Source: an optimization exercise on an open RTL-to-GDS flow (aim: small area, a short achievable clock period and few clock cycles per item). Production flows keep margins and buffers that such runs may drop. Function was checked by simulation only, so behaviour that the tests miss may differ from the original. Power is estimated from default activity; no workload was simulated.

`config.mk`:
```
export PLATFORM = sky130hd
export DESIGN_NAME = booth_multiplier
export DESIGN_NICKNAME = booth_multiplier
export VERILOG_FILES = /design/flow/design.v
export SDC_FILE = /design/flow/constraint.sdc
export NUM_CORES = 4
export LEC_CHECK = 0
export CAP_MARGIN = 20
export CORE_MARGIN = 2
export CORE_UTILIZATION = 50
export GPL_ROUTABILITY_DRIVEN = 0
export PLACE_DENSITY = 0.7
export SETUP_SLACK_MARGIN = 3.2
export SLEW_MARGIN = 20
export SYNTH_HIERARCHICAL = 1
export TNS_END_PERCENT = 5
```
`constraint.sdc`:
```
create_clock -name core_clock -period 6.0 [get_ports {clk}]
set_input_delay 1.2000 -clock core_clock [delete_from_list [all_inputs] [get_ports {clk}]]
set_output_delay 1.2000 -clock core_clock [all_outputs]
set_load 0.01 [all_outputs]
```
`design.v`:
```
module _inv(a,y);  
input a;  
output y;  
assign y = ~a;  
endmodule  
module _nand2(a,b,y);  
input a,b;  
output y;  
assign y = ~(a&b);  
endmodule  
module _and2(a,b,y);  
input a,b;  
output y;  
assign y = a & b;  
endmodule  
module _or2(a,b,y);  
input a,b;  
output y;  
assign y = a | b;  
endmodule  
module _xor2(a,b,y);  
input a,b;  
output y;  
wire inv_a, inv_b;  
wire w0, w1;  
_inv U0_inv(.a(a), .y(inv_a));  
_inv U1_inv(.a(b), .y(inv_b));  
_and2 U2_and2(.a(inv_a), .b(b), .y(w0));  
_and2 U3_and2(.a(a), .b(inv_b), .y(w1));  
_or2 U4_or2(.a(w0), .b(w1), .y(y));  
endmodule  
module _and3(a,b,c,y);  
input a,b,c;  
output y;  
assign y = a & b & c;  
endmodule  
module _and4(a,b,c,d,y);  
input a,b,c,d;  
output y;  
assign y = a & b & c & d;  
endmodule  
module _and5(a,b,c,d,e,y);  
input a,b,c,d,e;  
output y;  
assign y = a & b & c & d & e;  
endmodule  
module _or3(a,b,c,y); 
input a,b,c;  
output y;  
assign y= a | b | c;  
endmodule  
module _or4(a,b,c,d,y);  
input a,b,c,d;  
output y;  
assign y = a | b | c | d;  
endmodule  
module _or5(a,b,c,d,e,y);  
input a,b,c,d,e;  
output y;  
assign y = a | b | c | d | e;  
endmodule  
module _inv_4bits(a,y);  
input [3:0] a;  
output [3:0] y;  
assign y = ~a;  
endmodule  
module _and2_4bits(a,b,y);  
input [3:0] a,b;  
output [3:0] y;  
assign y = a&b;  
endmodule  
module _or2_4bits(a,b,y);  
input [3:0] a,b;  
output [3:0] y;  
assign y =a|b;  
endmodule  
module _xor2_4bits(a,b,y);  
input [3:0] a,b;  
output [3:0] y;  
	_xor2 U0_xor2(  
	.a(a[0]),
	.b(b[0]), 
	.y(y[0])
	);
	_xor2 U1_xor2(  
	.a(a[1]),
	.b(b[1]),
	.y(y[1])
	);
	_xor2 U2_xor2(  
	.a(a[2]),
	.b(b[2]),
	.y(y[2])
	);
	_xor2 U3_xor2(  
	.a(a[3]),
	.b(b[3]),
	.y(y[3])
	);
endmodule  
module _xnor2_4bits(a,b,y);  
input [3:0] a,b;  
output [3:0] y;  
wire [3:0] w0;  
	_xor2_4bits U0_xor2_4bits(  
	.a(a),
	.b(b),
	.y(w0)
	);
	_inv_4bits U1_inv_4bits(  
	.a(w0),
	.y(y)
	);
endmodule  
module _inv_32bits(a,y);  
input [31:0] a;  
output [31:0] y;  
assign y = ~a;  
endmodule  
module _and2_32bits(a,b,y);  
input [31:0] a,b;  
output [31:0] y;  
assign y = a&b;  
endmodule  
module _or2_32bits(a,b,y);  
input [31:0] a,b;  
output [31:0] y;  
assign y = a|b;  
endmodule  
module _xor2_32bits(a,b,y);  
input [31:0] a,b;  
output [31:0] y;  
_xor2_4bits U0_xor2_4bits(  
	.a(a[3:0]),
	.b(b[3:0]),
	.y(y[3:0])
	);
_xor2_4bits U1_xor2_4bits(  
	.a(a[7:4]),
	.b(b[3:0]),
	.y(y[7:4])
	);
_xor2_4bits U2_xor2_4bits(  
	.a(a[11:8]),
	.b(b[11:8]),
	.y(y[11:8])
	);
_xor2_4bits U3_xor2_4bits(  
	.a(a[15:12]),
	.b(b[15:12]),
	.y(y[15:12])
	);
_xor2_4bits U4_xor2_4bits(  
	.a(a[19:16]),
	.b(b[19:16]),
	.y(y[19:16])
	);
_xor2_4bits U5_xor2_4bits(  
	.a(a[23:20]),
	.b(b[23:20]),
	.y(y[23:20])
	);
_xor2_4bits U6_xor2_4bits(  
	.a(a[27:24]),
	.b(b[27:24]),
	.y(y[27:24])
	);
_xor2_4bits U7_xor2_4bits(  
	.a(a[31:28]),
	.b(b[31:28]),
	.y(y[31:28])
	);
endmodule  
module _xnor2_32bits(a,b,y);  
input [31:0] a,b;  
output [31:0] y;  
_xnor2_4bits U0_xnor2_4bits(  
	.a(a[3:0]),
	.b(b[3:0]),
	.y(y[3:0])
	);
_xnor2_4bits U1_xnor2_4bits(  
	.a(a[7:4]),
	.b(b[7:4]),
	.y(y[7:4])
	);
_xnor2_4bits U2_xnor2_4bits(  
	.a(a[11:8]),
	.b(b[11:8]),
	.y(y[11:8])
	);
_xnor2_4bits U3_xnor2_4bits(  
	.a(a[15:12]),
	.b(b[15:12]),
	.y(y[15:12])
	);
_xnor2_4bits U4_xnor2_4bits(  
	.a(a[19:16]),
	.b(b[19:16]),
	.y(y[19:16])
	);
_xnor2_4bits U5_xnor2_4bits(  
	.a(a[23:20]),
	.b(b[23:20]),
	.y(y[23:20])
	);
_xnor2_4bits U6_xnor2_4bits(  
	.a(a[27:24]),
	.b(b[27:24]),
	.y(y[27:24])
	);
_xnor2_4bits U7_xnor2_4bits(  
	.a(a[31:28]),
	.b(b[31:28]),
	.y(y[31:28])
	);
endmodule  
module fa_v2(a,b,ci,s);  
input a,b,ci;  
output s;  
wire w0;  
	_xor2 U0_xor2(  
	.a(a),  
	.b(b),  
	.y(w0)  
	);
	_xor2 U1_xor2(  
	.a(w0),  
	.b(ci),  
	.y(s)  
	);
endmodule  
module clb4(a,b,ci,c1,c2,c3,co);  
input [3:0] a,b;  
input ci;  
output c1,c2,c3,co;  
wire [3:0] g,p;  
wire w0_c1;  
wire w0_c2, w1_c2;  
wire w0_c3, w1_c3, w2_c3;  
wire w0_co, w1_co, w2_co, w3_co;  
	_and2 U0_and2(  
	.a(a[0]),
	.b(b[0]),
	.y(g[0])
	);
	_and2 U1_and2(  
	.a(a[1]),
	.b(b[1]),
	.y(g[1])
	);
	_and2 U2_and2(  
	.a(a[2]),
	.b(b[2]),
	.y(g[2])
	);
	_and2 U3_and2(  
	.a(a[3]),
	.b(b[3]),
	.y(g[3])
	);
	_or2 U4_or2(  
	.a(a[0]),
	.b(b[0]),
	.y(p[0])
	);
	_or2 U5_or2(  
	.a(a[1]),
	.b(b[1]),
	.y(p[1])
	);
	_or2 U6_or2(  
	.a(a[2]),
	.b(b[2]),
	.y(p[2])
	);
	_or2 U7_or2(  
	.a(a[3]),
	.b(b[3]),
	.y(p[3])
	);
	_and2 U8_and2(  
	.a(p[0]),
	.b(ci),
	.y(w0_c1)
	);
	_or2 U9_or2(  
	.a(g[0]),
	.b(w0_c1),
	.y(c1)
	);
	_and2 U10_and2(  
	.a(p[1]),
	.b(g[0]),
	.y(w0_c2)
	);
	_and3 U11_and3(  
	.a(p[1]),
	.b(p[0]),
	.c(ci),
	.y(w1_c2)
	);
	_or3 U12_or3(  
	.a(g[1]),
	.b(w0_c2),
	.c(w1_c2),
	.y(c2)
	);
	_and2 U13_and2(  
	.a(p[2]),
	.b(g[1]),
	.y(w0_c3)
	);
	_and3 U14_and3(  
	.a(p[2]),
	.b(p[1]),
	.c(g[0]),
	.y(w1_c3)
	);
	_and4 U15_and4(  
	.a(p[2]),
	.b(p[1]),
	.c(p[0]),
	.d(ci),
	.y(w2_c3)
	);
	_or4 U16_or4(  
	.a(g[2]),
	.b(w0_c3),
	.c(w1_c3),
	.d(w2_c3),
	.y(c3)
	);
	_and2 U17_and2(  
	.a(p[3]),
	.b(g[2]),
	.y(w0_co)
	);
	_and3 U18_and3(  
	.a(p[3]),
	.b(p[2]),
	.c(g[1]),
	.y(w1_co)
	);
	_and4 U19_and4(  
	.a(p[3]),
	.b(p[2]),
	.c(p[1]),
	.d(g[0]),
	.y(w2_co)
	);
	_and5 U20_and5(  
	.a(p[3]),
	.b(p[2]),
	.c(p[1]),
	.d(p[0]),
	.e(ci),
	.y(w3_co)
	);
	_or5 U21_or5(  
	.a(g[3]),
	.b(w0_co),
	.c(w1_co),
	.d(w2_co),
	.e(w3_co),
	.y(co)
	);
endmodule  
module cla4(a,b,ci,s,co);  
input [3:0] a,b;  
input ci;  
output [3:0] s;  
output co;  
wire c1, c2, c3;  
	fa_v2 U0_fa_v2(  
	.a(a[0]),  
	.b(b[0]),  
	.ci(ci),  
	.s(s[0])  
	);
	fa_v2 U1_fa_v2(  
	.a(a[1]),  
	.b(b[1]),  
	.ci(c1),  
	.s(s[1])  
	);
	fa_v2 U2_fa_v2(  
	.a(a[2]),  
	.b(b[2]),  
	.ci(c2),  
	.s(s[2])  
	);
	fa_v2 U3_fa_v2(  
	.a(a[3]),  
	.b(b[3]),  
	.ci(c3),  
	.s(s[3])  
	);
	clb4 U4_clb4(  
	.a(a),  
	.b(b),  
	.ci(ci),  
	.c1(c1),  
	.c2(c2),  
	.c3(c3),  
	.co(co)  
	);
endmodule  
module cla8(a,b,ci,s,co);  
input [7:0] a,b;  
input ci;
output [7:0] s;  
output co;  
wire c1;  
assign {co, s} = a + b + ci;
endmodule  
module cla64(a,b,ci,s,co);  
input [63:0] a,b;  
input ci;  
output [63:0] s;  
output co;  
wire c1, c2, c3, c4, c5, c6, c7;  
assign {co, s} = a + b + ci;
endmodule  
module ns_logic(clk, reset_n, op_start, op_clear, op_done, state, counter);  
input clk, reset_n;  
input op_start, op_clear, op_done;  
output [1:0] state;  
output [6:0] counter;  
parameter start_state = 2'b00;  
parameter multiple_state = 2'b01;  
parameter clear_state = 2'b10;  
reg [1:0] state, next_state;  
reg [6:0] counter, next_counter;  
reg [6:0] temp;  
wire [6:0] temp_counter;  
wire co;  
cla8 U0_cla8(  
	.a({1'b0, next_counter}),  
	.b(8'b00000001),
	.ci(1'b0),
	.s(temp_counter),
	.co(co)
	);
always @(posedge clk or negedge reset_n)
begin
	if(reset_n == 1'b0) 
	begin
		temp = 7'b0000000;
		state <= start_state;
		counter <= 7'b0000000;
	end
	else
	begin
		temp = temp_counter[6:0];
		state <= next_state;
		counter <= next_counter;
	end
end
always @(op_start, op_clear, op_done, state, counter, temp)
begin
	if(op_clear == 1'b1)  
	begin
		next_state <= start_state;
		next_counter <= 7'b0000000;
	end
	else
	begin
		case(state)
			start_state:  
			begin
				if(op_start == 1'b1 && op_clear == 1'b0 && op_done == 1'b0)  
				begin
					next_state <= multiple_state;
					next_counter <= counter;
				end
				else
				begin
					next_state <= start_state;
					next_counter <= counter;
				end
			end
			multiple_state:  
			begin
				if(counter == 7'b1000000)  
				begin
					next_state <= clear_state;
					next_counter <= counter;
				end
				else if(op_clear == 1'b1)
				begin
					next_state <= start_state;
					next_counter <= 7'b0000000;
				end
				else
				begin
					next_state <= multiple_state;
					next_counter <= temp; 
				end
			end
			clear_state:  
			begin
				if(op_clear == 1'b1)  
				begin
					next_state <= start_state; 
					next_counter <= 7'b0000000;
				end
				else  
				begin
					next_state <= clear_state;
					next_counter <= counter;
				end
			end
			default:
			begin
				next_state <= 2'bx;
				next_counter <= 7'bx;
			end
		endcase  
	end
end
endmodule  
module o_logic(clk, reset_n, multiplier, multiplicand, counter, state, op_done, result);  
	input clk, reset_n;  
	input [63:0] multiplier;  
	input [63:0] multiplicand;  
	input [6:0] counter;  
	input [1:0] state;  
	output op_done;  
	output [127:0] result;  
	parameter start_state = 2'b00;  
	parameter multiple_state = 2'b01;  
	parameter clear_state = 2'b10;  
	reg op_done;  
	reg [127:0] result;  
	reg [127:0] next_result;  
	reg [127:0] temp;  
	reg [63:0] addition_store, subtraction_store;  
	reg last_result;  
	reg last_q;  
	wire [63:0] addition, subtraction;  
	always @(posedge clk or negedge reset_n)
	begin
		if(reset_n == 1'b0)  
		begin
			addition_store = 64'b0;
			subtraction_store = 64'b0;
			result = 128'b0;
			last_q <= 1'b0;
		end
		else
		begin
			addition_store = addition;
			subtraction_store = subtraction;
			result <= next_result;
			last_q <= last_result;
		end
	end
	always @(multiplier, multiplicand, counter, state, result, last_q, addition_store, subtraction_store)
	begin
		case(state)
			start_state:  
			begin
				next_result = {64'b0,multiplier}; 
				op_done = 1'b0;
				last_result = 1'b0;
				temp = 128'b0;
			end
			multiple_state:  
			begin
				if(counter == 7'b1000000)  
				begin 
					op_done = 1'b1;
					next_result = result;
					last_result = 1'b0;
					temp = 128'b0; 
				end
				else
				begin
					op_done = 1'b0;
					if(result[0] == 1'b0 && last_q == 1'b0)  
					begin
						temp = result;
						last_result = result[0];
						next_result = {result[127], result[127:1]};  
					end
					else if(result[0] == 1'b0 && last_q == 1'b1)  
					begin
						temp[127:64] = addition_store;
						temp[63:0] = result[63:0];
						last_result = result[0];
						next_result = {((result[127] == multiplicand[63]) ? result[127] : temp[127]), temp[127:1]};  
					end
					else if(result[0] == 1'b1 && last_q == 1'b0)  
					begin
						temp[127:64] = subtraction_store;
						temp[63:0] = result[63:0];
						last_result = result[0];
						next_result = {((result[127] != multiplicand[63]) ? result[127] : temp[127]), temp[127:1]};  
					end
					else if(result[0] == 1'b1 && last_q == 1'b1)  
					begin
						temp = result;
						last_result = result[0];
						next_result = {result[127], result[127:1]};  
					end
					else 
					begin
						temp = result;
						next_result = 128'b0;
						op_done = 1'b0;
						last_result = 1'b0;
					end
				end
			end
			clear_state:  
			begin
				next_result = result;
				op_done = 1'b1;
				last_result = 1'b0;
				temp = 128'b0;
			end
			default:
			begin
				next_result = 128'bx;
				op_done = 1'bx;
				last_result = 1'bx;
				temp = 128'bx;
			end
		endcase  
	end
	cla64 U0_cla64(  
		.a(next_result[127:64]),
		.b(multiplicand[63:0]),
		.ci(1'b0),
		.s(addition),
		.co()
		);
	cla64 U1_cla64(  
		.a(next_result[127:64]),
		.b(~multiplicand[63:0]),
		.ci(1'b1),
		.s(subtraction),
		.co()
		);
endmodule  
module booth_multiplier(clk, reset_n, multiplier, multiplicand, op_start, op_clear, op_done, result);
	input clk, reset_n;
	input [63:0] multiplier;
	input [63:0] multiplicand;
	input op_start, op_clear;
	output op_done;
	output [127:0] result;
	localparam IDLE = 2'd0, BUSY = 2'd1, DONE = 2'd2;
	reg [1:0] state;
	reg [3:0] cnt;
	reg op_done;
	reg [63:0] lo;              
	reg [64:0] acc_s, acc_c;    
	reg [7:0]  pend_s, pend_c;  
	reg        cin;             
	reg [3:0]  sel1, sel2, neg;  
	wire [8:0] win_ld = {multiplier[7:0], 1'b0};
	wire [8:0] win_nx = lo[15:7];
	wire [8:0] win = (state == IDLE) ? win_ld : win_nx;
	wire [3:0] e1, e2, en;
	genvar t;
	generate
		for (t = 0; t < 4; t = t + 1) begin : g_enc
			wire b0 = win[2*t];
			wire b1 = win[2*t+1];
			wire b2 = win[2*t+2];
			assign e1[t] = b1 ^ b0;
			assign e2[t] = (b2 & ~b1 & ~b0) | (~b2 & b1 & b0);
			assign en[t] = b2 & ~(b1 & b0);
		end
	endgenerate
	wire [63:0] nvec;
	generate
		for (t = 0; t < 32; t = t + 1) begin : g_neg
			wire xm1 = (t == 0) ? 1'b0 : multiplier[2*t-1];
			assign nvec[2*t] = multiplier[2*t+1] & ~(multiplier[2*t] & xm1);
			assign nvec[2*t+1] = 1'b0;
		end
	endgenerate
	wire [64:0] pat [0:3];
	generate
		for (t = 0; t < 4; t = t + 1) begin : g_row
			wire [64:0] mag = ({65{sel1[t]}} & {multiplicand[63], multiplicand}) | ({65{sel2[t]}} & {multiplicand, 1'b0});
			assign pat[t] = mag ^ {65{neg[t]}};
		end
	endgenerate
	wire [72:0] l3_s, l3_c;
	csa_tree u_tree(.as(acc_s), .ac(acc_c), .p0(pat[0]), .p1(pat[1]), .p2(pat[2]), .p3(pat[3]), .s(l3_s), .c(l3_c));
	wire [72:0] sum = {acc_s[64:0], pend_s} + {acc_c[64:0], pend_c} + {72'b0, cin};
	wire c8 = sum[8] ^ acc_s[0] ^ acc_c[0];
	wire idle = (state == IDLE);
	wire step = (state == BUSY) & ~cnt[3];
	wire fin = (state == BUSY) & cnt[3];
	always @(posedge clk or negedge reset_n) begin
		if (!reset_n) begin
			state <= IDLE;
			cnt <= 4'd0;
			op_done <= 1'b0;
		end else if (op_clear) begin
			state <= IDLE;
			op_done <= 1'b0;
		end else begin
			case (state)
				IDLE: if (op_start) begin state <= BUSY; cnt <= 4'd0; end
				BUSY: begin
					cnt <= cnt + 4'd1;
					if (cnt[3]) begin state <= DONE; op_done <= 1'b1; end
				end
				default: ;
			endcase
		end
	end
	always @(posedge clk) begin
		sel1 <= e1;
		sel2 <= e2;
		neg <= en;
		if (idle) begin
			acc_c <= {1'b0, nvec};
			pend_s <= 8'b0;
			pend_c <= 8'b0;
			cin <= 1'b0;
		end else begin
			acc_c <= l3_c[72:8];
			pend_s <= l3_s[7:0];
			pend_c <= l3_c[7:0];
			cin <= c8;
		end
		if (idle) begin
			lo <= multiplier;
			acc_s <= {1'b1, 64'b0};
		end else if (step) begin
			lo <= {sum[7:0], lo[63:8]};
			acc_s <= l3_s[72:8];
		end else if (fin) begin
			lo <= {sum[7:0], lo[63:8]};
			acc_s[63:0] <= sum[71:8];
		end
	end
	assign result = {acc_s[63:0], lo};
endmodule
module csa_tree(as, ac, p0, p1, p2, p3, s, c);
	input [64:0] as, ac, p0, p1, p2, p3;
	output [72:0] s, c;
	wire [72:0] a0 = {8'b0, as};
	wire [72:0] a1 = {8'b0, ac};
	wire [72:0] r0 = {7'b0, 1'b1, ~p0[64], p0[63:0]};
	wire [72:0] r1 = {5'b0, 1'b1, ~p1[64], p1[63:0], 2'b0};
	wire [72:0] r2 = {3'b0, 1'b1, ~p2[64], p2[63:0], 4'b0};
	wire [72:0] r3 = {1'b0, 1'b1, ~p3[64], p3[63:0], 6'b0};
	wire [72:0] l1a_s = a0 ^ a1 ^ r0;
	wire [72:0] l1a_c = {((a0 & a1) | (a0 & r0) | (a1 & r0)), 1'b0};
	wire [72:0] l1b_s = r1 ^ r2 ^ r3;
	wire [72:0] l1b_c = {((r1 & r2) | (r1 & r3) | (r2 & r3)), 1'b0};
	wire [72:0] l2_s = l1a_s ^ l1a_c ^ l1b_s;
	wire [72:0] l2_c = {((l1a_s & l1a_c) | (l1a_s & l1b_s) | (l1a_c & l1b_s)), 1'b0};
	assign s = l2_s ^ l2_c ^ l1b_c;
	assign c = {((l2_s & l2_c) | (l2_s & l1b_c) | (l2_c & l1b_c)), 1'b0};
endmodule
```
`flow/run.sh`:
```
#!/bin/bash
# Standard ORFS layout, with the port buffers made of the smallest buffer cell.
set -euo pipefail
cd "$(dirname "$0")/.."
bash standard.sh 'BUFFER_PORTS_ARGS=-buffer_cell sky130_fd_sc_hd__buf_1' finish > standard_flow.log 2>&1
```
`standard.sh`:
```
#!/bin/bash
# synth_recipe.tcl (not shown) runs the flow's synth.tcl, then flattens the netlist and writes it again
# the make line also repeats each setting of config.mk as NAME=value (left out here)
make -C /OpenROAD-flow-scripts/flow DESIGN_CONFIG=/design/flow/config.mk WORK_HOME=/design/flow/orfs CLKGATE_MAP_FILE= SYNTH_SCRIPT=/design/flow/synth_recipe.tcl "${@:-finish}"
```
==> results of run 1 <==
-- logic make-up (layout without fill, tap and decap cells) --
family | count (synthesis) | count (layout) | share of synthesized area (%)
AO/OA/AOI/OAI | 633 | 633 | 18.7
adder cells (fa/ha/maj) | 341 | 341 | 26.3
AND/OR/NAND/NOR | 612 | 612 | 11.6
other | 2 | 6 | 0.0320
multiplexers | 31 | 31 | 1.33
buffers and inverters | 356 | 443 | 7.35
flip-flops | 230 | 230 | 22.5
XOR/XNOR | 326 | 326 | 12.2
-- path summary, 6_finish.rpt --
path                             end  slack (ns)  depth (start not counted)
setup reg to reg           acc_s[41]        2.74                         11
min in group core_clock      op_done        0.51                          2
hold / removal                cnt[2]        0.50                          1
setup / recovery           acc_s[41]        2.74                         11
hold reg to reg              op_done        0.51                          2
max in group asynchronous     cnt[3]        5.17                          1
-- power breakdown --
group | internal, uW | total, uW | switching, uW
registers | 2090 | 2660 | 572
logic | 4640 | 10400 | 5770
clock network | 1020 | 1800 | 782
total | 7750 | 14900 | 7130
-- cells in the final DEF (no fill, tap or decap), types with 15 or more instances in the layout --
cell       instances
a21o_1            44
a21oi_1           84
a22oi_1          234
a22oi_2           50
and2_1            52
buf_1            199
buf_12            19
buf_2             41
buf_4             37
buf_6             19
clkbuf_16         31
dfxtp_1          146
edfxtp_1          64
fa_1             250
ha_1              87
inv_1             56
mux2i_1           30
nand2_1          366
nand3_1           48
nand4_1           29
nor2_1            53
nor3_1            15
o21ai_0           89
o21ai_1           25
xnor2_1          283
xor2_1            30
-- routing by layer --
layer / vias up / wire (um) / track usage [%] / share of wire, %
met1: 10100 / 31500 / 43.6 / 38
met3: 246 / 9840 / 9.90 / 12
met2: 1289 / 36400 / 51.8 / 44
li1: 8812 / - / - / -
met4: 0 / 4160 / 14.6 / 5.1
met5: - / 0 / 0 / 0
-- critical path, stage by stage, from the launching register on --
cell,delay (ns)
dfxtp_1,0.47
ha_1,0.38
a21o_2,0.25
a31oi_1,0.19
a21boi_0,0.24
o21ai_0,0.16
a31oi_1,0.15
a21boi_2,0.37
o21ai_0,0.24
a21oi_1,0.35
mux2i_1,0.27
nand2_1,0.06
-- final cells by class --
type / instances / area [um2]
Tap cell: 607 / 759
Clock buffer: 42 / 877
Multi-Input combinational cell: 1949 / 17000
Inverter: 57 / 215
Timing Repair Buffer: 332 / 2130
Fill cell: 4021 / 20100
Sequential cell: 230 / 5330
Clock inverter: 12 / 85.1
-- Yosys stat by module, one instance, submodules excluded --
module / flip-flops and latches / cell area [um2]
csa_tree: 0 / 5380
booth_multiplier: 230 / 18100
-- repair_timing --
item,CTS,global route
endpoints found under the setup margin,161,201
resized for setup,158,66
pin swaps,56,47
setup buffers,42,9
-- flip-flops by register name (all words and copies together) (netlist names), 2 cells and up --
signal,count
cnt,4
pend_s,8
acc_c,65
state,2
pend_c,8
lo,64
neg,4
acc_s,65
sel2,4
sel1,4
-- stage by stage --
step	area (um2)	hold WS, ns	std cells
4_1_cts	26000	0.514	3220
3_3_place_gp	24000	0.484	3124
3_5_place_dp	24000	0.500	3124
2_1_floorplan	23500	0.465	2535
6_report	26400	0.504	3229
5_1_grt	26400	0.528	3229
==> impl_metrics.csv, run 1 <==
group,metric,value,unit
worst_setup_path,worst_ep_required_time,6.47,ns
global_route,grt_max_degree,71,
timing,fmax,0.307,GHz
drt,drc,0,
drt,wire_per_inst,25.4,um
synthesis,yosysTopAreaCell,"fa_1",
power_and_ir_drop,leakage,0.0106,uW
synthesis,syn_inst,2531,
timing,setup_viol,0,
floorplanning,ios,261,
synthesis,synth-async-reset-ratio,3.04,%
global_route,overflow,0,
timing,fin_crit_sh,54.3,%
drt,via_per_inst,6.32,
timing,tightest_slew,1.12,ns
cts,numCtsBuffers,29,
cts,clockBufferDepth,3,
drt,wirelength,81900,um
power_and_ir_drop,power_density,564,nW/um2
synthesis,synth_top_area_share,21.6,%
run_status,status,"timing/DRC/antenna clean",
synthesis,yosysSeqAreaShare,22.5,%
cts,cts_sinks,230,
global_route,grt_pass1_vias,20600,
worst_setup_path,critical_path.startpoint_type,"register",
placement,dpl_worst_slack,2.06,ns
floorplanning,coreArea,46500,um2
layout,drive_gt1_share,12.0,%
min_path,hold_class,"in2async",
cts,clockRootBuffer,"clkbuf_16",
job,max-cap-violations,0,
floorplanning,die_area,48600,um2
drt,dr.pass1.iters,7,
drt,drt_iter0_markers,2353,
global_route,grt_first_pass_wirelength,123000,um
synthesis,synth_cell_type_count,86,
timing,layout_min_cycle_time,3.26,ns
synthesis,synthFlopType,"dfxtp_1",
timing,setup_ws,2.74,ns
synthesis,ys_top_cells_by_area,"fa_1, dfxtp_1, xnor2_1",
timing,skew,0.0149,ns
layout,postLayoutCoreUtil,56.7,%
worst_setup_path,cp-end-kind,"register",
synthesis,synth_edf_count,64,
cts,cts_tree,"done",
timing,hold_violations,0,
cts,path_clk_slew,0.07,ns
cts,clkLatencyLatePin,0.59,ns
floorplanning,die_y,221,um
timing,relSlewSlack,25.1,%
synthesis,synth_seq_cells,230,
floorplanning,dieWidth,221,um
worst_setup_path,r2r-start,"acc_s[12]",
synthesis,avgSynthCellArea,9.26,um2
cts,htree_levels,1,
global_route,grt_use_total,33.5,%
floorplanning,start_util,50.5,%
drt,postRouteAntennaNets,0,
layout,diodes,0,
layout,final_net_count,3072,
worst_setup_path,critPathMaxFanout,8,
placement,hpwl,58000,um
worst_setup_path,cp.arrival,3.72,ns
placement,io_buffer_count,260,
synthesis,yosysMostFrequentCell,"nand2_1",
drt,route.vias.total,20400,
timing,finalMaxSlewViolations,0,
power_and_ir_drop,peakVddDrop,328,uV
worst_setup_path,path_class,"reg2reg",
synthesis,ys_warn_count,7,
layout,area_growth,12.4,%
worst_setup_path,cp-startpoint,"acc_s[12]",
floorplanning,rows,79,
timing,tns,0,ns
power_and_ir_drop,total_power,14900,uW
timing,rsz0062_at_grt,"true",
synthesis,syn_area,23400,um2
cts,postCtsHoldBufs,0,
global_route,antenna_found_initial,0,
synthesis,synthTopCellsByCount,"nand2_1, xnor2_1, a22oi_1",
Testbench counts, summed over its fixed seeds: cycles 5,632, items 512.
==> run 2: changes to the inputs <==
--- a/config.mk
+++ b/config.mk
@@ -7,9 +7,9 @@
 export LEC_CHECK = 0
 export CAP_MARGIN = 20
 export CORE_MARGIN = 2
-export CORE_UTILIZATION = 50
-export GPL_ROUTABILITY_DRIVEN = 0
-export PLACE_DENSITY = 0.7
+export CORE_UTILIZATION = 40
+export CTS_CLUSTER_DIAMETER = 70
+export CTS_CLUSTER_SIZE = 24
 export SETUP_SLACK_MARGIN = 3.2
 export SLEW_MARGIN = 20
 export SYNTH_HIERARCHICAL = 1
==> run 2 against run 1 <==
Still clean on timing, DRC and antenna. Final cell count grew 4.9%. Clock-buffer cell count fell by 13. Fmax increased by 2.2%. Via count is 2.6% lower. Highest routed layer unchanged. Largest power group unchanged. Hold slack better by 0.0078 ns. First-iteration DRC count is 18% lower. Sequential share of layout area fell by 0.089 points.
==> impl_metrics.csv, run 2 <==
group,metric,value,unit
floorplanning,dieWidth,246,um
worst_setup_path,critPathTopFamily,"adder cells",
placement,io_buffer_count,260,
timing,tightest_slew,1.13,ns
placement,place_inst,3287,
layout,drive_gt1_share,12.3,%
global_route,grt_first_pass_wirelength,129000,um
power_and_ir_drop,leakage,0.0106,uW
synthesis,syn_inst,2531,
drt,wire_per_inst,25.6,um
floorplanning,coreArea,57800,um2
worst_setup_path,max_stage_delay,0.57,ns
worst_setup_path,crit_top_cell,"fa_1",
layout,area_growth,13.2,%
timing,finalMaxSlewViolations,0,
timing,setup_viol,0,
floorplanning,start_util,40.6,%
drt,route.vias.total,19900,
worst_setup_path,worst-path-buf-inv,1,
layout,finalNonFillerCells,3388,
global_route,grt-busiest-layer,"met2",
timing,skew,0.0368,ns
worst_setup_path,crit_chain,"buf_1 -> a22oi_1 -> xnor2_1 -> fa_1 -> fa_1 -> fa_1 -> a22oi_1 -> o21ai_0",
worst_setup_path,cp-startpoint,"multiplicand[60]",
global_route,grt_use_total,28.2,%
worst_setup_path,critical_path.startpoint_type,"primary input",
global_route,overflow,0,
cts,clockBufferDepth,3,
global_route,grt_max_degree,71,
floorplanning,rows,88,
global_route,grt_pass1_vias,20200,
job,max-cap-violations,0,
power_and_ir_drop,peakVddDrop,275,uV
timing,hold_violations,0,
cts,path_clk_slew,0.07,ns
placement,hpwl,62100,um
timing,fin_crit_sh,53.1,%
drt,drc,0,
global_route,gr-usage-met3,4.65,%
cts,htree_levels,1,
placement,place_congestion,0.890,
worst_setup_path,worst_ep_required_time,6.45,ns
drt,dr.pass1.iters,5,
min_path,hp-start,"op_done",
synthesis,synthFlopType,"dfxtp_1",
synthesis,ys_warn_count,7,
timing,fmax,0.314,GHz
timing,tns,0,ns
drt,via_per_inst,5.87,
synthesis,yosysSeqAreaShare,22.5,%
synthesis,synth-async-reset-ratio,3.04,%
power_and_ir_drop,power_density,552,nW/um2
timing,rsz0062_at_grt,"true",
layout,fillers,5605,
cts,cts_sinks,230,
synthesis,ys_top_cells_by_area,"fa_1, dfxtp_1, xnor2_1",
cts,cts_tree,"done",
worst_setup_path,cp-end-kind,"register",
global_route,grt_use_met2,45.3,%
min_path,hold_class,"reg2reg",
worst_setup_path,critPathMaxFanout,8,
drt,wirelength,86600,um
drt,drt_iter0_markers,1939,
layout,layout_commonest_cell,"nand2_1",
floorplanning,ios,261,
timing,relSlewSlack,24.7,%
layout,final_net_count,3075,
synthesis,yosysTopAreaCell,"fa_1",
worst_setup_path,r2r-start,"cin",
timing,layout_min_cycle_time,3.19,ns
cts,clkLatencyLatePin,0.59,ns
cts,clockRootBuffer,"clkbuf_16",
synthesis,synth_seq_cells,230,
worst_setup_path,path_class,"in2reg",
worst_setup_path,cp_slowest_cell,"fa_1",
layout,mostFrequentLayoutCells,"nand2_1, xnor2_1, a22oi_1",
run_status,status,"timing/DRC/antenna clean",
synthesis,syn_area,23400,um2
cts,numCtsBuffers,25,
floorplanning,die_y,246,um
synthesis,synth_top_area_share,21.6,%
synthesis,synth_cell_type_count,86,
synthesis,synthTopCellsByCount,"nand2_1, xnor2_1, a22oi_1",
floorplanning,die_area,60600,um2
global_route,antenna_found_initial,1,
synthesis,yosysMostFrequentCell,"nand2_1",
power_and_ir_drop,total_power,14700,uW
synthesis,avgSynthCellArea,9.26,um2
global_route,gr-usage-met1,38.1,%
worst_setup_path,cp.arrival,3.63,ns
synthesis,synth_edf_count,64,
layout,largest_registers,"acc_c (65), acc_s (65), lo (64)",
drt,postRouteAntennaNets,0,
==> run 2: cell count changes in the layout (fill, tap and decap cells not counted), moves of 5 or more <==
cell       previous run  this run
o21ai_1              25        20
clkbuf_2              2        13
ha_2                  1         7
dfxtp_2               1        11
ha_1                 87        81
o21ai_0              89        97
a22oi_1             234       250
buf_2                41        23
clkbuf_16            31        25
buf_4                37        45
dfxtp_1             146       136
a22oi_2              50        34
buf_12               19        25
==> run 2: worst min-delay path, cell delays in order, from the launching register on <==
cell	delay, ns
dfrtp_1	0.34
nor2_1	0.05
nor2_1	0.08
==> run 2: routing by layer <==
metal	up-vias	routed length (um)
met5	-	0
met4	0	3630
met3	163	6360
met2	920	40000
met1	10000	36700
li1	8809	-
==> run 2: logic make-up after synthesis <==
logic type	Yosys count	synth area share, %
buffers and inverters	356	7.35
other	2	0.0320
AOI/OAI and AO/OA	633	18.7
muxes	31	1.33
xor gates and xnor gates	326	12.2
DFF	230	22.5
adders and majority gates	341	26.3
and+or+nand+nor	612	11.6
==> run 2: power by group <==
| group | total, uW | internal [uW] | switching [uW] |
|---|---|---|---|
| clock network | 1610 | 840 | 766 |
| logic | 10400 | 4650 | 5730 |
| registers | 2670 | 2100 | 571 |
==> run 2: modules after synthesis (local to each module, per instance) <==
module,cells,times used
csa_tree,309,1
booth_multiplier,2222,1
==> run 2: worst paths after layout <==
check                       endpoint  slack [ns]  cells after the start
max in group asynchronous     cnt[3]        4.99                      1
min                          op_done        0.51                      2
max                        acc_s[56]        2.81                      8
max reg2reg                acc_s[38]        2.82                     12
min reg2reg                  op_done        0.51                      2
min in group asynchronous    op_done        0.58                      1
==> run 2: through the flow <==
stage	setup slack (ns)	cell area, um2	utilization, %	hold WS (ns)
after detailed placement	2.04	24200	41.9	0.501
after global placement	2.10	24200	41.9	0.482
after global routing	2.72	26500	45.9	0.544
after floorplan	2.50	23500	-	0.465
after CTS	2.80	26000	45.1	0.517
final	2.81	26500	45.9	0.511
==> run 2: area by class of cell <==
cell class	count	area, um2	area share, %
flip-flops and latches	230	5340	20.1
clock buffers	29	671	2.53
inverters	57	215	0.811
clock inverters	17	176	0.665
well taps	765	957	3.61
diodes	2	5.00	0.0189
repair buffers	339	2220	8.35
multi-input cells	1949	17000	63.9
==> run 2: what timing repair did <==
item,in CTS,in global routing
gates cloned,0,0
hold buffers,0,0
pin swaps,32,61
endpoints found under the setup margin,135,138
gates resized for setup,113,133
setup buffers,46,6
==> run 3: changes to the inputs <==
--- a/config.mk
+++ b/config.mk
@@ -10,7 +10,7 @@
 export CORE_UTILIZATION = 40
 export CTS_CLUSTER_DIAMETER = 70
 export CTS_CLUSTER_SIZE = 24
-export SETUP_SLACK_MARGIN = 3.2
+export SETUP_SLACK_MARGIN = 3.0
 export SLEW_MARGIN = 20
 export SYNTH_HIERARCHICAL = 1
 export TNS_END_PERCENT = 5
==> run 3 against run 2 <==
Clock skew up 0.0011 ns. Die area did not move. Critical path type unchanged. Via count increased by 0.35%. Cell area is 0.69% lower. Still clean on timing, DRC and antenna.
==> impl_metrics.csv, run 3 <==
group,metric,value,unit
worst_setup_path,worst_ep_required_time,6.45,ns
synthesis,ys_top_cells_by_area,"fa_1, dfxtp_1, xnor2_1",
worst_setup_path,cp-startpoint,"multiplicand[60]",
worst_setup_path,crit_top_cell,"fa_1",
synthesis,synth_top_area_share,21.6,%
layout,final_net_count,3074,
worst_setup_path,critical_path.startpoint_type,"primary input",
floorplanning,die_area,60600,um2
synthesis,synth_seq_cells,230,
synthesis,yosysTopAreaCell,"fa_1",
timing,fmax,0.314,GHz
global_route,antenna_found_initial,1,
drt,wirelength,86400,um
timing,setup_viol,0,
cts,clockRootBuffer,"clkbuf_16",
timing,layout_min_cycle_time,3.19,ns
layout,mostFrequentLayoutCells,"nand2_1, xnor2_1, a22oi_1",
synthesis,synthTopCellsByCount,"nand2_1, xnor2_1, a22oi_1",
timing,hold_violations,0,
cts,clockBufferDepth,3,
layout,largest_registers,"acc_c (65), acc_s (65), lo (64)",
worst_setup_path,reg2reg_to,"acc_s[20]",
drt,via_per_inst,5.90,
cts,cts_tree,"done",
job,max-cap-violations,0,
layout,layout_commonest_cell,"nand2_1",
drt,drc,0,
placement,placed_area,24200,um2
drt,wire_per_inst,25.5,um
cts,cts_sinks,230,
placement,place_congestion,0.890,
layout,fin_area,26400,um2
power_and_ir_drop,power_density,554,nW/um2
worst_setup_path,critPathTopFamily,"adder cells",
worst_setup_path,r2r_cells,13,
timing,finalMaxSlewViolations,0,
timing,rsz0062_at_grt,"true",
worst_setup_path,cp_slowest_cell,"fa_1",
layout,finalNonFillerCells,3386,
placement,dpl_worst_slack,2.04,ns
run_status,status,"timing/DRC/antenna clean",
drt,drt_iter0_markers,1846,
global_route,grt_first_pass_wirelength,129000,um
min_path,min_to,"op_done",
power_and_ir_drop,peakVddDrop,276,uV
worst_setup_path,r2r-start,"cin",
floorplanning,start_util,40.6,%
min_path,hold_class,"reg2reg",
worst_setup_path,path_class,"in2reg",
cts,path_clk_slew,0.07,ns
timing,holdWs,0.512,ns
layout,area_growth,12.4,%
floorplanning,rows,88,
layout,multi_input_area,16900,um2
worst_setup_path,worst-path-buf-inv,1,
synthesis,avgSynthCellArea,9.26,um2
synthesis,syn_inst,2531,
cts,htree_levels,1,
placement,hpwl,62100,um
synthesis,synthFlopType,"dfxtp_1",
floorplanning,die_y,246,um
synthesis,yosysSeqAreaShare,22.5,%
floorplanning,dieWidth,246,um
timing,skew,0.0379,ns
layout,fillers,5625,
worst_setup_path,cp.arrival,3.63,ns
global_route,grt_pass1_vias,20200,
worst_setup_path,cp-end-kind,"register",
timing,tns,0,ns
synthesis,synth_edf_count,64,
synthesis,synth_cell_type_count,86,
synthesis,synth-async-reset-ratio,3.04,%
synthesis,yosysMostFrequentCell,"nand2_1",
layout,drive_gt1_share,11.8,%
synthesis,syn_area,23400,um2
cts,clkLatencyLatePin,0.59,ns
drt,dr.pass1.iters,6,
timing,setup_ws,2.81,ns
timing,relSlewSlack,26.6,%
timing,tightest_slew,1.10,ns
min_path,hp-start,"op_done",
cts,postCtsHoldBufs,0,
global_route,grt_use_total,28.2,%
drt,postRouteAntennaNets,0,
worst_setup_path,max_stage_delay,0.57,ns
worst_setup_path,ff2ff_setup_slack,2.82,ns
power_and_ir_drop,leakage,0.0106,uW
synthesis,ys_warn_count,7,
worst_setup_path,critPathMaxFanout,8,
floorplanning,coreArea,57800,um2
global_route,grt_max_degree,71,
drt,route.vias.total,20000,
layout,register_area,5340,um2
floorplanning,ios,261,
worst_setup_path,crit_chain,"buf_1 -> a22oi_1 -> xnor2_1 -> fa_1 -> fa_1 -> fa_1 -> a22oi_1 -> o21ai_0",
placement,io_buffer_count,260,
global_route,overflow,0,
min_path,hold_depth,2,
timing,fin_crit_sh,53.1,%
cts,numCtsBuffers,25,
placement,place_inst,3287,
==> run 3: changes by cell type in the layout (fill, tap and decap cells not counted), moves of 2 or more <==
cell / previous run / this run
a22oi_1: 250 / 256
a22oi_2: 34 / 28
buf_12: 25 / 23
buf_2: 23 / 34
buf_4: 45 / 41
buf_6: 20 / 16
buf_8: 9 / 6
xnor2_1: 280 / 285
xnor2_2: 15 / 10
==> run 3: kinds of logic (layout without fill, tap and decap cells) <==
logic type	after synthesis	count (layout)	synth area share, %
buffers and inverters	356	441	7.35
other	2	7	0.0320
AND/OR/NAND/NOR	612	612	11.6
XOR/XNOR	326	326	12.2
multiplexers	31	31	1.33
flip-flops	230	230	22.5
AO/OA/AOI/OAI	633	633	18.7
adder cells (fa/ha/maj)	341	341	26.3
==> run 3: worst max-delay path by stage <==
| stage | slack [ns] | cells past startpoint | endpoint |
|---|---|---|---|
| 2_1_floorplan | 2.50 | 8 | acc_s[40] |
| 3_3_place_gp | 2.10 | 9 | acc_s[2] |
| 3_5_place_dp | 2.04 | 9 | acc_s[2] |
| 4_1_cts | 2.80 | 12 | acc_s[38] |
| 5_1_grt | 2.72 | 13 | acc_s[20] |
| 6_report | 2.81 | 8 | acc_s[56] |
==> run 3: power by group <==
| group | switching [uW] | leakage, uW | internal [uW] |
|---|---|---|---|
| clock | 766 | 0.000417 | 840 |
| sequential | 571 | 0.00211 | 2090 |
| combinational | 5710 | 0.00802 | 4620 |
==> run 3: metrics by stage <==
step                      utilization, %  power, uW
final                               45.6      14600
after global routing                45.6      15900
after CTS                           45.1      14600
after detailed placement            41.9      12500
after global placement              41.9      12400
after floorplan                        -       9570
==> run 3: what timing repair did <==
action	4_1_cts	5_1_grt
cloned	0	0
setup endpoints to repair	129	94
pin swaps	32	34
resized for setup	113	77
buffers inserted	46	5
==> run 3: final cells by class <==
cell class | count | area share, %
multi-input combinational | 1949 | 64.0
timing repair buffer | 338 | 8.03
sequential | 230 | 20.3
inverter | 57 | 0.816
clock inverter | 17 | 0.669
antenna | 1 | 0.00949
tap | 765 | 3.63
clock buffer | 29 | 2.54
==> run 3: per-module statistics from Yosys, one instance, submodules excluded <==
module	cells inside	area, um2	copies in the design	flip-flops and latches
booth_multiplier	2222	18100	1	230
csa_tree	309	5380	1	0
==> run 3: metal layers <==
layer  GRT usage [%]  wire length (um)  vias up
met2            45.3             40100      954
met1            38.1             36600    10100
met3            4.65              6340      155
met5               0                 0        -
met4            10.6              3400        0
li1                -                 -     8799
==> run 3: tightest hold or removal path: stages, from the launching register on <==
cell	delay, ns
dfrtp_1	0.35
nor2_1	0.05
nor2_1	0.08
==> run 4: changes to the inputs <==
--- a/config.mk
+++ b/config.mk
@@ -8,9 +8,7 @@
 export CAP_MARGIN = 20
 export CORE_MARGIN = 2
 export CORE_UTILIZATION = 40
-export CTS_CLUSTER_DIAMETER = 70
-export CTS_CLUSTER_SIZE = 24
-export SETUP_SLACK_MARGIN = 3.0
+export SETUP_SLACK_MARGIN = 3.1
 export SLEW_MARGIN = 20
 export SYNTH_HIERARCHICAL = 1
 export TNS_END_PERCENT = 5
==> run 4 against run 3 <==
Power up 1.8%. Hold slack worse by 0.00051 ns. Routed wire length up 0.78%. First-iteration DRC count down 2.8%. Final cell count up 0.27%. Still clean on timing, DRC and antenna. Via count down 0.14%. Non-clock buffer count unchanged. Register-to-register slack better by 0.02 ns. Fmax up 0.22%. Synthesized cell count unchanged.
==> impl_metrics.csv, run 4 <==
group,metric,value,unit
cts,cts_tree,"done",
drt,drt_iter0_markers,1795,
layout,largest_registers,"acc_c (65), acc_s (65), lo (64)",
floorplanning,start_util,40.6,%
synthesis,synthMuxAreaShare,1.33,%
timing,hold_violations,0,
drt,dr.pass1.iters,7,
timing,setup_ws,2.82,ns
global_route,grt-busiest-layer,"met2",
layout,layout_commonest_cell,"nand2_1",
global_route,grt_max_degree,71,
global_route,antenna_found_initial,1,
job,max-cap-violations,0,
synthesis,synthFlopType,"dfxtp_1",
worst_setup_path,cp_slowest_cell,"fa_1",
timing,setup_viol,0,
synthesis,yosysSeqAreaShare,22.5,%
floorplanning,die_y,246,um
worst_setup_path,worst-path-buf-inv,1,
layout,mostFrequentLayoutCells,"nand2_1, xnor2_1, fa_1",
worst_setup_path,cp-end-kind,"register",
synthesis,synthAdderAreaFrac,26.3,%
worst_setup_path,worst_ep_required_time,6.44,ns
worst_setup_path,crit_top_cell,"fa_1",
global_route,grt_use_met2,46.0,%
layout,drive_gt1_share,12.2,%
floorplanning,ios,261,
worst_setup_path,r2r_cells,12,
synthesis,ys_top_cells_by_area,"fa_1, dfxtp_1, xnor2_1",
synthesis,yosysTopAreaCell,"fa_1",
placement,hpwl,62100,um
layout,area_growth,13.0,%
synthesis,ys_warn_count,7,
synthesis,synth_edf_count,64,
global_route,grt_use_total,28.5,%
placement,place_congestion,0.890,
synthesis,synth_compound_area_share,18.7,%
placement,placed_area,24200,um2
synthesis,syn_inst,2531,
layout,register_area,5340,um2
timing,fin_crit_sh,53.0,%
power_and_ir_drop,power_frac_seq,18.0,%
drt,drc,0,
global_route,gr-usage-met3,4.75,%
power_and_ir_drop,peakVddDrop,252,uV
timing,holdWs,0.511,ns
global_route,grt_first_pass_wirelength,130000,um
timing,rsz0062_at_grt,"true",
global_route,grt_pass1_vias,20300,
cts,numCtsBuffers,30,
layout,fin_area,26500,um2
synthesis,synth_top_family_by_area,"adder cells",
floorplanning,die_area,60600,um2
synthesis,synth_top_area_share,21.6,%
min_path,hold_depth,2,
worst_setup_path,critPathMaxFanout,8,
layout,diodes,0,
power_and_ir_drop,switching_power,7080,uW
layout,final_net_count,3079,
min_path,hold_class,"reg2reg",
cts,clockBufferDepth,3,
global_route,gr-usage-met1,38.5,%
power_and_ir_drop,leakage,0.0106,uW
worst_setup_path,crit_chain,"buf_1 -> a22oi_1 -> xnor2_1 -> fa_1 -> fa_1 -> fa_1 -> a22oi_1 -> o21ai_0",
timing,finalMaxSlewViolations,0,
power_and_ir_drop,p_int,7790,uW
drt,wire_per_inst,25.6,um
synthesis,synth-xor-area-share,12.2,%
drt,wirelength,87100,um
placement,io_buffer_count,260,
placement,dpl_worst_slack,2.04,ns
worst_setup_path,critical_path.startpoint_type,"primary input",
drt,postRouteAntennaNets,0,
drt,route.vias.total,19900,
worst_setup_path,crit_cells,8,
synthesis,avgSynthCellArea,9.26,um2
worst_setup_path,max_stage_delay,0.57,ns
power_and_ir_drop,power_frac_clock,12.7,%
cts,clockRootBuffer,"clkbuf_16",
synthesis,synth_cell_type_count,86,
timing,relSlewSlack,25.9,%
power_and_ir_drop,combinationalPowerShare,69.3,%
power_and_ir_drop,power_density,561,nW/um2
cts,cts_sinks,230,
synthesis,yosys.area_share.simple,11.6,%
drt,via_per_inst,5.87,
timing,fmax,0.314,GHz
cts,path_clk_slew,0.06,ns
global_route,overflow,0,
worst_setup_path,critPathTopFamily,"adder cells",
floorplanning,coreArea,57800,um2
layout,multi_input_area,16900,um2
timing,layout_min_cycle_time,3.18,ns
run_status,status,"timing/DRC/antenna clean",
worst_setup_path,path_class,"in2reg",
cts,postCtsHoldBufs,0,
timing,tns,0,ns
cts,clkLatencyLatePin,0.58,ns
synthesis,synthTopCellsByCount,"nand2_1, xnor2_1, a22oi_1",
floorplanning,rows,88,
synthesis,syn_area,23400,um2
layout,fillers,5626,
cts,htree_levels,1,
worst_setup_path,cp.arrival,3.62,ns
synthesis,synth_seq_cells,230,
synthesis,synth-async-reset-ratio,3.04,%
floorplanning,dieWidth,246,um
power_and_ir_drop,swShare,47.6,%
power_and_ir_drop,total_power,14900,uW
timing,tightest_slew,1.11,ns
timing,skew,0.0151,ns
synthesis,yosysMostFrequentCell,"nand2_1",
-- run 4: kinds of logic after synthesis --
family,count (synthesis)
adders and majority gates,341
muxes,31
and+or+nand+nor,612
DFF,230
buffers and inverters,356
AOI/OAI and AO/OA,633
xor gates and xnor gates,326
other,2
-- run 4: layout make-up --
type,instances,share of cell area (%)
inverters,57,0.812
flip-flops and latches,230,20.1
well taps,765,3.61
clock inverters,21,0.647
multi-input cells,1949,63.8
clock buffers,35,3.26
repair buffers,338,7.74
-- run 4: modules after synthesis, one instance, submodules excluded --
module,times used,cells inside
booth_multiplier,1,2222
csa_tree,1,309
-- run 4: routing by layer --
metal  part of all wire, %  up-vias  wire (um)
li1                      -     8821          -
met1                    42    10100      36700
met2                    46      897      40300
met3                   7.5      167       6530
met4                   4.1        0       3560
met5                     0        -          0
-- run 4: worst paths after layout --
path / start / end / slack (ns)
min: op_done / op_done / 0.51
max: multiplicand[60] / acc_s[56] / 2.82
min reg2reg: op_done / op_done / 0.51
min in group asynchronous: reset_n / op_done / 0.57
max reg2reg: pend_s[0] / acc_s[42] / 2.84
max in group asynchronous: reset_n / cnt[3] / 5.04
-- run 4: power by group through the flow --
stage / Combinational (uW) / Sequential [uW] / Clock (uW)
final: 10300 / 2680 / 1890
after global placement: 9500 / 2850 / 0
after CTS: 10200 / 2670 / 1920
after global routing: 11500 / 2720 / 1970
after detailed placement: 9630 / 2860 / 0
after floorplan: 7130 / 2450 / 0
-- run 4: per-stage QoR --
step / util [%] / cells
detailed placement: 41.9 / 3287
finish: 45.8 / 3395
floorplan: - / 2535
CTS: 45.3 / 3388
global placement: 41.9 / 3287
global route: 45.8 / 3395
-- run 4: repair_timing --
action / 4_1_cts / 5_1_grt
buffers inserted: 45 / 6
pin swaps: 28 / 32
resized for setup: 104 / 73
setup endpoints to repair: 131 / 122
-- run 4: worst reg2reg max path, cell delays in order, from the launching register on --
cell	delay, ns
dfxtp_1	0.32
fa_2	0.41
fa_2	0.37
a211o_1	0.31
a21oi_2	0.19
nand3_1	0.10
a41o_1	0.24
or2_4	0.27
a31o_4	0.28
a21boi_4	0.20
o21ai_2	0.09
xnor2_1	0.15
o21ai_1	0.08
==> run 5: changes to the inputs <==
--- a/config.mk
+++ b/config.mk
@@ -8,7 +8,7 @@
 export CAP_MARGIN = 20
 export CORE_MARGIN = 2
 export CORE_UTILIZATION = 40
-export SETUP_SLACK_MARGIN = 3.1
+export SETUP_SLACK_MARGIN = 3.35
 export SLEW_MARGIN = 20
 export SYNTH_HIERARCHICAL = 1
 export TNS_END_PERCENT = 5
==> run 5 against run 4 <==
First-iteration DRC count is 1.2% lower. Synthesized cell count unchanged. Synthesized area unchanged. Global-route usage stayed put. Setup slack better by 0.00050 ns. Routed wire length up 0.25%. Largest cell class unchanged. Largest power group unchanged. Power increased by 0.18%. Still clean. Non-clock buffer count rose by 2. Highest routed layer unchanged.
==> impl_metrics.csv, run 5 <==
group,metric,value,unit
synthesis,synth_cell_type_count,86,
global_route,grt_first_pass_wirelength,130000,um
synthesis,synth_edf_count,64,
worst_setup_path,critical_path.startpoint_type,"register",
placement,place_congestion,0.890,
floorplanning,die_y,246,um
floorplanning,start_util,40.6,%
layout,multi_input_area,16900,um2
worst_setup_path,max_stage_delay,0.59,ns
synthesis,yosysTopAreaCell,"fa_1",
cts,cts_tree,"done",
synthesis,ys_top_cells_by_area,"fa_1, dfxtp_1, xnor2_1",
floorplanning,coreArea,57800,um2
drt,wirelength,87300,um
cts,numCtsBuffers,30,
synthesis,syn_inst,2531,
timing,layout_min_cycle_time,3.18,ns
timing,hold_violations,0,
layout,layout_commonest_cell,"nand2_1",
min_path,hold_class,"reg2reg",
cts,clockBufferDepth,3,
worst_setup_path,worst_ep_required_time,6.44,ns
global_route,grt_use_total,28.5,%
synthesis,synthFlopType,"dfxtp_1",
layout,final_net_count,3081,
global_route,overflow,0,
timing,relSlewSlack,25.8,%
floorplanning,die_area,60600,um2
timing,rsz0062_at_grt,"true",
worst_setup_path,crit_chain,"buf_4 -> buf_12 -> a22oi_1 -> xnor2_1 -> fa_1 -> fa_1 -> fa_1 -> mux2i_1 -> o21ai_0",
power_and_ir_drop,power_density,561,nW/um2
synthesis,synth_top_area_share,21.6,%
floorplanning,dieWidth,246,um
drt,route.vias.total,20000,
worst_setup_path,cp_slowest_cell,"fa_1",
worst_setup_path,path_class,"reg2reg",
drt,drc,0,
drt,postRouteAntennaNets,0,
placement,io_buffer_count,260,
timing,fin_crit_sh,53.0,%
cts,path_clk_slew,0.06,ns
run_status,status,"timing/DRC/antenna clean",
power_and_ir_drop,leakage,0.0107,uW
worst_setup_path,cp-end-kind,"register",
drt,wire_per_inst,25.7,um
timing,tns,0,ns
global_route,antenna_found_initial,1,
job,max-cap-violations,0,
floorplanning,rows,88,
placement,placed_area,24200,um2
floorplanning,ios,261,
global_route,grt_max_degree,71,
layout,mostFrequentLayoutCells,"nand2_1, xnor2_1, fa_1",
layout,largest_registers,"acc_c (65), acc_s (65), lo (64)",
drt,drt_iter0_markers,1773,
timing,fmax,0.315,GHz
placement,hpwl,62100,um
timing,skew,0.0141,ns
drt,dr.pass1.iters,6,
cts,cts_sinks,230,
timing,setup_viol,0,
layout,fin_area,26600,um2
layout,register_area,5340,um2
placement,place_inst,3287,
synthesis,yosysMostFrequentCell,"nand2_1",
synthesis,synthTopCellsByCount,"nand2_1, xnor2_1, a22oi_1",
cts,clockRootBuffer,"clkbuf_16",
synthesis,yosysSeqAreaShare,22.5,%
layout,fillers,5622,
power_and_ir_drop,peakVddDrop,251,uV
synthesis,syn_area,23400,um2
global_route,grt_pass1_vias,20300,
synthesis,ys_warn_count,7,
layout,drive_gt1_share,12.6,%
layout,area_growth,13.3,%
worst_setup_path,cp.arrival,3.62,ns
cts,htree_levels,1,
drt,via_per_inst,5.88,
worst_setup_path,critPathMaxFanout,24,
layout,finalNonFillerCells,3398,
timing,finalMaxSlewViolations,0,
synthesis,avgSynthCellArea,9.26,um2
worst_setup_path,crit_top_cell,"fa_1",
cts,clkLatencyLatePin,0.58,ns
synthesis,synth_seq_cells,230,
timing,tightest_slew,1.11,ns
synthesis,synth-async-reset-ratio,3.04,%
cts,postCtsHoldBufs,0,
run 5: cell counts after synthesis:
Identical to the previous run, type by type.
run 5: through the flow:
step	total power [uW]	setup slack [ns]	util [%]	hold slack [ns]
floorplan	9570	2.50	-	0.465
global placement	12400	2.10	41.9	0.482
detailed placement	12500	2.04	41.9	0.501
CTS	14800	2.82	45.3	0.515
global route	16200	2.73	45.9	0.543
finish	14900	2.82	45.9	0.509
run 5: critical path: cells and delay by family (launching register included):
kind                       cells  cell delay (ns)
xor gates and xnor gates       1             0.17
AOI/OAI and AO/OA              2             0.22
muxes                          1             0.15
buffers and inverters          2             0.42
DFF                            1             0.49
adders and majority gates      3             1.59
run 5: final timing paths:
path | start | endpoint | slack [ns] | depth (start not counted)
max | sel1[1] | acc_s[5] | 2.82 | 9
min | op_done | op_done | 0.51 | 2
max reg2reg | sel1[1] | acc_s[5] | 2.82 | 9
min reg2reg | op_done | op_done | 0.51 | 2
max in group asynchronous | reset_n | cnt[3] | 5.04 | 1
min in group asynchronous | reset_n | op_done | 0.57 | 1
run 5: cell type report:
type	count	area share (%)
Timing Repair Buffer	340	7.79
Antenna cell	1	0.00942
Clock buffer	35	3.26
Clock inverter	21	0.645
Multi-Input combinational cell	1949	63.8
Inverter	57	0.810
Sequential cell	230	20.1
Tap cell	765	3.60
run 5: routing by layer:
layer | wire length, um | track usage (%) | share of wire (%) | up-vias
li1 | - | - | - | 8819
met1 | 36800 | 38.5 | 42 | 10000
met2 | 40200 | 45.9 | 46 | 961
met3 | 6610 | 4.75 | 7.6 | 166
met4 | 3740 | 10.3 | 4.3 | 0
met5 | 0 | 0 | 0 | -
run 5: power by group:
part / switching [uW] / internal [uW] / leakage, uW
Clock: 797 / 1090 / 0.000516
Sequential: 584 / 2100 / 0.00211
Combinational: 5710 / 4620 / 0.00803
run 5: cells by family after synthesis:
| family | Yosys count | synth area share, % |
|---|---|---|
| AO/OA/AOI/OAI | 633 | 18.7 |
| AND/OR/NAND/NOR | 612 | 11.6 |
| buffers and inverters | 356 | 7.35 |
| adder cells (fa/ha/maj) | 341 | 26.3 |
| XOR/XNOR | 326 | 12.2 |
| flip-flops | 230 | 22.5 |
| multiplexers | 31 | 1.33 |
| other | 2 | 0.0320 |
run 5: timing repair:
| action | CTS | global route |
|---|---|---|
| buffers inserted | 45 | 8 |
| setup endpoints to repair | 144 | 147 |
| resized for setup | 111 | 76 |
| pin swaps | 31 | 37 |
run 5: per-module statistics from Yosys (local to each module, per instance):
module            area, um2  cells  times used
csa_tree               5380    309           1
booth_multiplier      18100   2222           1
==> run 6: changes to the inputs <==
--- a/config.mk
+++ b/config.mk
@@ -8,7 +8,7 @@
 export CAP_MARGIN = 20
 export CORE_MARGIN = 2
 export CORE_UTILIZATION = 40
-export SETUP_SLACK_MARGIN = 3.35
+export SETUP_SLACK_MARGIN = 3.3
 export SLEW_MARGIN = 20
 export SYNTH_HIERARCHICAL = 1
-export TNS_END_PERCENT = 5
+export TNS_END_PERCENT = 20
==> run 6 against run 5 <==
Critical path depth grew 3. Power grew 6.0%. First-iteration DRC count increased by 5.9%. Flip-flop and latch count unchanged. Hold slack got worse by 0.012 ns. Routed wire length is 6.1% higher. Global-route usage rose by 1.7 points. Core utilization rose by 3.5 points. Final cell count rose by 1.1%. Sequential power about the same. Via count increased by 2.0%. Critical endpoint is now acc_s[42]. Largest cell class unchanged. Largest power group unchanged.
==> impl_metrics.csv, run 6 <==
group,metric,value,unit
layout,largest_registers,"acc_c (65), acc_s (65), lo (64)",
synthesis,synth_cell_type_count,86,
job,max-cap-violations,0,
drt,via_per_inst,5.93,
worst_setup_path,cp-end-kind,"register",
cts,path_clk_slew,0.06,ns
timing,setup_viol,0,
power_and_ir_drop,swShare,47.2,%
power_and_ir_drop,power_frac_clock,12.8,%
worst_setup_path,critical_path.startpoint_type,"register",
timing,tightest_slew,1.08,ns
drt,dr.pass1.iters,6,
timing,fmax,0.312,GHz
synthesis,synth_compound_area_share,18.7,%
worst_setup_path,cp.arrival,3.68,ns
power_and_ir_drop,power_density,552,nW/um2
synthesis,synthAdderAreaFrac,26.3,%
layout,area_growth,22.0,%
global_route,overflow,0,
power_and_ir_drop,power_frac_seq,17.1,%
timing,rsz0062_at_grt,"true",
timing,relSlewSlack,27.7,%
placement,place_congestion,0.905,
worst_setup_path,cp_slowest_cell,"fa_2",
power_and_ir_drop,total_power,15800,uW
floorplanning,coreArea,57800,um2
timing,layout_min_cycle_time,3.20,ns
worst_setup_path,crit_chain,"fa_2 -> fa_2 -> a211o_1 -> a21oi_2 -> nand3_1 -> a41o_1 -> or2_4 -> a31o_4 -> a21boi_4 -> o21ai_2 -> xnor2_1 -> o21ai_1",
worst_setup_path,ff2ff_setup_slack,2.80,ns
layout,diodes,0,
global_route,grt_use_total,30.2,%
layout,drive_gt1_share,20.7,%
synthesis,yosysMostFrequentCell,"nand2_1",
drt,postRouteAntennaNets,0,
worst_setup_path,r2r-start,"pend_s[0]",
synthesis,yosysSeqAreaShare,22.5,%
global_route,grt_first_pass_wirelength,136000,um
floorplanning,dieWidth,246,um
drt,wirelength,92600,um
layout,layout_commonest_cell,"nand2_1",
global_route,grt_max_degree,71,
timing,finalMaxSlewViolations,0,
drt,route.vias.total,20400,
cts,clockBufferDepth,3,
timing,holdWs,0.496,ns
worst_setup_path,critPathMaxFanout,4,
power_and_ir_drop,switching_power,7460,uW
synthesis,synth_top_family_by_area,"adder cells",
synthesis,yosysTopAreaCell,"fa_1",
cts,numCtsBuffers,31,
synthesis,synth_edf_count,64,
synthesis,syn_inst,2531,
synthesis,ys_warn_count,7,
global_route,grt_pass1_vias,20800,
drt,wire_per_inst,27.0,um
min_path,hold_class,"reg2reg",
floorplanning,die_area,60600,um2
floorplanning,die_y,246,um
cts,htree_levels,1,
min_path,hp-start,"acc_s[64]",
run_status,status,"timing/DRC/antenna clean",
floorplanning,start_util,40.6,%
synthesis,synthMuxAreaShare,1.33,%
layout,fillers,5463,
timing,setup_ws,2.80,ns
power_and_ir_drop,p_int,8340,uW
layout,fin_area,28600,um2
worst_setup_path,path_class,"reg2reg",
floorplanning,rows,88,
drt,drc,0,
timing,skew,0.0220,ns
synthesis,synth_top_area_share,21.6,%
synthesis,synth_seq_cells,230,
placement,placed_area,24500,um2
placement,io_buffer_count,260,
timing,tns,0,ns
power_and_ir_drop,leakage,0.0113,uW
synthesis,syn_area,23400,um2
worst_setup_path,crit_top_cell,"fa_2",
global_route,antenna_found_initial,2,
synthesis,synthFlopType,"dfxtp_1",
timing,hold_violations,0,
floorplanning,ios,261,
synthesis,synthTopCellsByCount,"nand2_1, xnor2_1, a22oi_1",
worst_setup_path,worst_ep_required_time,6.47,ns
cts,clockRootBuffer,"clkbuf_16",
cts,clkLatencyLatePin,0.60,ns
synthesis,ys_top_cells_by_area,"fa_1, dfxtp_1, xnor2_1",
layout,mostFrequentLayoutCells,"nand2_1, xnor2_1, fa_1",
worst_setup_path,max_stage_delay,0.41,ns
synthesis,yosys.area_share.simple,11.6,%
cts,cts_sinks,230,
synthesis,avgSynthCellArea,9.26,um2
power_and_ir_drop,combinationalPowerShare,70.1,%
synthesis,synth-async-reset-ratio,3.04,%
cts,cts_tree,"done",
timing,fin_crit_sh,53.4,%
placement,dpl_worst_slack,2.04,ns
drt,drt_iter0_markers,1878,
power_and_ir_drop,peakVddDrop,289,uV
layout,final_net_count,3119,
worst_setup_path,cp-startpoint,"pend_s[0]",
placement,hpwl,62500,um
synthesis,synth-xor-area-share,12.2,%
[run 6: cell counts after synthesis]
No cell type changed its count.
[run 6: layout make-up]
type,count,area (um2),share of cell area [%]
inverter,57,215,0.752
tap,765,957,3.35
multi-input combinational,1949,17900,62.5
clock buffer,38,833,2.91
sequential,230,5360,18.7
clock inverter,20,264,0.923
timing repair buffer,377,3100,10.8
[run 6: critical path, delay by kind of cell (launching register included)]
| kind | cells | cell delay [ns] |
|---|---|---|
| xor+xnor | 1 | 0.14 |
| flops | 1 | 0.33 |
| compound gates | 7 | 1.44 |
| fa+ha+maj | 2 | 0.77 |
| simple gates | 2 | 0.39 |
[run 6: cell families after synthesis]
kind of cell | Yosys count
AO/OA/AOI/OAI | 633
buffers and inverters | 356
multiplexers | 31
adder cells (fa/ha/maj) | 341
XOR/XNOR | 326
other | 2
AND/OR/NAND/NOR | 612
flip-flops | 230
[run 6: Yosys stat by module (local to each module, per instance)]
module	copies in the design	flops+latches	cell area (um2)
booth_multiplier	1	230	18100
csa_tree	1	0	5380
[run 6: path summary, 6_finish.rpt]
path	endpoint	cells past startpoint
max in group asynchronous	state[1]	1
worst max-delay path	acc_s[42]	12
min in group asynchronous	op_done	1
worst max register to register	acc_s[42]	12
worst min-delay path	acc_s[64]	2
worst min register to register	acc_s[64]	2
[run 6: timing repair]
item                                    CTS  global route
endpoints found under the hold margin     0             0
endpoints found under the setup margin  161           167
gates resized for setup                 317           169
hold buffers                              0             0
pin swaps                               173            81
buffers inserted                         69            10
cloned                                   11             1
[run 6: per-layer routing]
| metal | track usage, % | up-vias | routed length [um] |
|---|---|---|---|
| met5 | 0 | - | 13 |
| met4 | 12.2 | 2 | 4610 |
| met3 | 6.20 | 196 | 8160 |
| met2 | 47.9 | 1030 | 42000 |
| met1 | 40.1 | 10200 | 37800 |
| li1 | - | 8919 | - |
[run 6: power by group through the flow]
stage	Sequential (uW)	Combinational, uW	Clock [uW]
after floorplan	2450	7190	0
after global placement	2850	9570	0
after detailed placement	2860	9780	0
after CTS	2670	10800	2050
after global routing	2740	12200	2100
final	2700	11100	2020
[run 6: per-stage QoR]
| step | std cells | utilization [%] |
|---|---|---|
| 2_1_floorplan | 2535 | - |
| 3_5_place_dp | 3287 | 42.4 |
| 3_3_place_gp | 3287 | 42.4 |
| 4_1_cts | 3425 | 48.2 |
| 6_report | 3436 | 49.5 |
| 5_1_grt | 3436 | 49.5 |

## port drivers added, routing unchanged
Ports are ideal in the flow. The routed layouts listed here were re-timed in OpenROAD.
Step 1, drivers: a clkbuf_16 drives clk and a buf_2 each remaining input, both assumed.
Step 2 also shifts input and output timing later by t, the mid clock arrival at the registers, as if the neighbouring blocks saw the same clock.
a / b / c = ideal ports / drivers / drivers and shift; a / b = the first two.
run	shift t [ns]	setup WS [ns]	worst register clock-pin slew, ns	worst data-port slew with drivers (ns)	pins driven straight from the clock port
run 1	0.637	2.742 / 2.742 / 2.149	0.07 / 0.07	0.08	1
run 2	0.628	2.811 / 2.821 / 2.202	0.08 / 0.08	0.08	1
run 3	0.628	2.813 / 2.822 / 2.203	0.07 / 0.07	0.08	1
run 4	0.635	2.820 / 2.840 / 2.205	0.07 / 0.07	0.08	1
run 5	0.635	2.820 / 2.820 / 2.222	0.07 / 0.07	0.08	1
run 6	0.653	2.796 / 2.796 / 2.292	0.07 / 0.07	0.08	1
After both steps every run listed still meets setup and hold. The setup slack of run 4, which loses most, moves by +0.020 ns with the drivers and by -0.615 ns with both steps.
